What follows belongs to an exercise in optimizing a design on an open flow for small area, a short achievable clock period and few clock cycles per item; a production flow would make more cautious choices. In this exercise RTL edits were held to simulation tests only and were not proved equivalent to the original.

==> flow/design.v <==
`default_nettype none
`default_nettype wire
`default_nettype none
`default_nettype wire
`default_nettype none
module pipelined_div_radix2 #(
		parameter COMB_BUSY = 0
	)(
		input wire iCLOCK,
		input wire inRESET,
		input wire iREMOVE,
		output wire oSOURCE_BUSY,
		input wire iSOURCE_VALID,
		input wire iSOURCE_SIGN,
		input wire [31:0] iSOURCE_DIVIDEND,
		input wire [31:0] iSOURCE_DIVISOR,
		input wire iOUT_BUSY,
		output wire oOUT_VALID,
		output wire [31:0] oOUT_DATA_Q,
		output wire [31:0] oOUT_DATA_R
	);
	localparam [2:0] PH_FIRST = 3'd0;
	localparam [2:0] PH_ITER  = 3'd1;
	localparam [2:0] PH_NEG1  = 3'd2;
	localparam [2:0] PH_NEG2  = 3'd3;
	localparam [2:0] PH_PSUB  = 3'd4;
	reg b_run;
	reg b_valid;
	reg [2:0] b_ph;
	reg b_post;			 
	reg b_an;			 
	reg b_bn;			 
	reg b_cin;			 
	reg [5:0] b_sa;		 
	reg [5:0] b_cnt;	 
	reg [31:0] b_r;		 
	reg [31:0] b_y;		 
	reg [31:0] b_q;		 
	wire accept = iSOURCE_VALID && !oSOURCE_BUSY && !iREMOVE;
	wire src_an = iSOURCE_SIGN && iSOURCE_DIVIDEND[31];
	wire src_bn = iSOURCE_SIGN && iSOURCE_DIVISOR[31];
	function [5:0] func_clz;
		input [31:0] v;
		integer i;
		begin
			func_clz = 6'd32;
			for(i = 0; i < 32; i = i + 1)begin
				if(v[i])begin
					func_clz = 6'd31 - i[5:0];
				end
			end
		end
	endfunction
	wire qn = b_an ^ b_bn;
	wire [5:0] first_d = b_cnt - b_sa;
	wire first_skip = first_d[5];
	wire [4:0] first_j = first_d[4:0];
	wire first_bz = (b_cnt == 6'd32) && !b_bn;
	wire ph_first = (b_ph == PH_FIRST);
	wire ph_iter = (b_ph == PH_ITER);
	wire amt_zero = qn && (ph_first || (b_ph == PH_NEG2));
	wire [4:0] sh_amt = amt_zero? 5'd0 : (ph_first? first_j : b_cnt[4:0]);
	wire [31:0] sh_y = (b_q << sh_amt) ^ {32{!b_bn}};
	wire [32:0] add_s = {1'b0, b_r} + {1'b0, b_y} + {32'd0, b_cin};
	wire step_ok = add_s[32];
	wire last_iter = (b_cnt == 6'd0);
	reg fin;
	always@* begin
		case(b_ph)
			PH_FIRST : fin = first_bz || first_skip;
			PH_ITER  : fin = last_iter && !b_an;
			PH_NEG2  : fin = b_post;
			PH_PSUB  : fin = !step_ok && !b_an;
			default  : fin = 1'b0;
		endcase
	end
	generate
		if(COMB_BUSY)begin : GEN_COMB_BUSY
			assign oSOURCE_BUSY = b_run || (b_valid && iOUT_BUSY);
		end
		else begin : GEN_REG_BUSY
			assign oSOURCE_BUSY = b_run || b_valid;
		end
	endgenerate
	always@(posedge iCLOCK or negedge inRESET)begin
		if(!inRESET)begin
			b_run <= 1'b0;
			b_valid <= 1'b0;
		end
		else if(iREMOVE)begin
			b_run <= 1'b0;
			b_valid <= 1'b0;
		end
		else if(accept)begin
			b_run <= 1'b1;
			b_valid <= 1'b0;
		end
		else if(b_run)begin
			if(fin)begin
				b_run <= 1'b0;
				b_valid <= 1'b1;
			end
		end
		else if(!iOUT_BUSY)begin
			b_valid <= 1'b0;
		end
	end
	always@(posedge iCLOCK)begin
		b_sa <= func_clz(iSOURCE_DIVIDEND);
		case(b_ph)
			PH_FIRST : b_y <= b_an? ~b_r : sh_y;
			PH_NEG1  : b_y <= ~b_r;
			PH_ITER  : b_y <= {1'b1, b_y[31:1]};
			default  : b_y <= sh_y;
		endcase
	end
	always@(posedge iCLOCK)begin
		if(accept)begin
			b_ph <= PH_FIRST;
			b_post <= 1'b0;
			b_an <= src_an;
			b_bn <= src_bn;
			b_cnt <= func_clz((iSOURCE_DIVISOR ^ {32{src_bn}}) | {31'd0, src_bn});
			b_r <= iSOURCE_DIVIDEND;
			b_q <= iSOURCE_DIVISOR;
		end
		else if(b_run)begin
			case(b_ph)
				PH_FIRST : begin
					b_cnt <= {1'b0, first_j};
					b_cin <= !b_bn;
					if(first_bz)begin
						b_q <= {{31{!b_an}}, 1'b1};
					end
					else if(first_skip)begin
						b_q <= 32'd0;
					end
					else if(b_an)begin
						b_cin <= 1'b1;
						b_r <= 32'd0;
						b_ph <= PH_NEG2;
					end
					else if(qn)begin
						b_ph <= PH_PSUB;
					end
					else begin
						b_q <= 32'd0;
						b_ph <= PH_ITER;
					end
				end
				PH_NEG1 : begin
					b_cin <= 1'b1;
					b_r <= 32'd0;
					b_ph <= PH_NEG2;
				end
				PH_NEG2 : begin
					b_r <= add_s[31:0];
					b_cin <= !b_bn;
					if(b_post)begin
						b_ph <= PH_NEG2;
					end
					else if(qn)begin
						b_ph <= PH_PSUB;
					end
					else begin
						b_q <= 32'd0;
						b_ph <= PH_ITER;
					end
				end
				PH_PSUB : begin
					if(step_ok)begin
						b_r <= add_s[31:0];
						b_q <= 32'hFFFFFFFF;
						b_ph <= PH_ITER;
					end
					else begin
						b_q <= 32'd0;
						b_post <= 1'b1;
						b_ph <= PH_NEG1;
					end
				end
				default : begin
					b_cnt <= b_cnt - 6'd1;
					b_q <= {b_q[30:0], step_ok ^ qn};
					if(step_ok)begin
						b_r <= add_s[31:0];
					end
					if(last_iter)begin
						b_post <= 1'b1;
						b_ph <= PH_NEG1;
					end
				end
			endcase
		end
	end
	assign oOUT_VALID = b_valid;
	assign oOUT_DATA_Q = b_q;
	assign oOUT_DATA_R = b_r;
endmodule
`default_nettype wire
==> flow/config.mk <==
export PLATFORM = sky130hd
export DESIGN_NAME = pipelined_div_radix2
export DESIGN_NICKNAME = pipelined_div_radix2
export VERILOG_FILES = /design/flow/design.v
export SDC_FILE = /design/flow/constraint.sdc
export NUM_CORES = 4
export LEC_CHECK = 0
export CAP_MARGIN = 20
export CORE_MARGIN = 2
export CORE_UTILIZATION = 40
export SLEW_MARGIN = 20
==> flow/constraint.sdc <==
create_clock -name core_clock -period 10.0 [get_ports {iCLOCK}]
set_input_delay 2.0000 -clock core_clock [delete_from_list [all_inputs] [get_ports {iCLOCK}]]
set_output_delay 2.0000 -clock core_clock [all_outputs]
set_load 0.01 [all_outputs]
standard.sh (not shown) runs the stock make flow with config.mk's settings and CLKGATE_MAP_FILE= SYNTH_SCRIPT=/design/flow/synth_recipe.tcl, a recipe that flattens the netlist after the stock synthesis.
==> flow/flow/run.sh <==
#!/bin/bash
cp standard.sh standard_sh.txt
export SETUP_SLACK_MARGIN=6.4
bash standard.sh > standard.log 2>&1
Testbench counts at the start, summed over its fixed seeds: cycles 33,048, items 2,048.
Change:
--- a/flow/design.v
+++ b/flow/design.v
@@ -25,4 +25,5 @@
 	localparam [2:0] PH_NEG2  = 3'd3;
 	localparam [2:0] PH_PSUB  = 3'd4;
+	localparam [2:0] PH_ZERO  = 3'd5;
 	reg b_run;
 	reg b_valid;
@@ -71,5 +72,5 @@
 			PH_ITER  : fin = last_iter && !b_an;
 			PH_NEG2  : fin = b_post;
-			PH_PSUB  : fin = !step_ok && !b_an;
+			PH_ZERO  : fin = !b_an;
 			default  : fin = 1'b0;
 		endcase
@@ -169,14 +170,17 @@
 				end
 				PH_PSUB : begin
+					b_q <= 32'hFFFFFFFF;
 					if(step_ok)begin
 						b_r <= add_s[31:0];
-						b_q <= 32'hFFFFFFFF;
 						b_ph <= PH_ITER;
 					end
 					else begin
-						b_q <= 32'd0;
-						b_post <= 1'b1;
-						b_ph <= PH_NEG1;
-					end
+						b_ph <= PH_ZERO;
+					end
+				end
+				PH_ZERO : begin
+					b_q <= 32'd0;
+					b_post <= 1'b1;
+					b_ph <= PH_NEG1;
 				end
 				default : begin
=> Worst setup slack improved by 65 ps. Global-route usage fell by 1.5 points. Wire length rose by 2.8%. Final cell count climbs by 3.7%. Critical path depth came out higher by 2.
Testbench counts after the change, summed over its fixed seeds: cycles 33,050, items 2,048.

[separate check: timing with driven ports]
Ports are ideal in the flow. The routed layouts listed here were re-timed in OpenROAD. Step 1 assumes that a clkbuf_16 drives the clock port and a buf_2 every other input. Step 2 times the ports against the registers' clock, not the clock port: input delays grow and output delays shrink by t, the midpoint of the rising clock arrivals with the driver on. a / b / c = ideal / step 1 / step 2; a / b = the first two.
run | t (ns) | slack for setup (ns) | hold WS [ns] | worst register clock-pin slew, ns | worst data-port slew with drivers (ns)
the first run | 0.478 | 6.359 / 6.360 / 5.883 | 0.551 / 0.551 / 0.551 | 0.06 / 0.06 | 0.06
the second run | 0.473 | 6.423 / 6.406 / 5.977 | 0.535 / 0.535 / 0.535 | 0.06 / 0.06 | 0.04
After both steps every run listed still meets setup and hold. For the first run, which loses most, drivers alone change the setup slack by +0.001 ns; drivers and shift together by -0.476 ns.
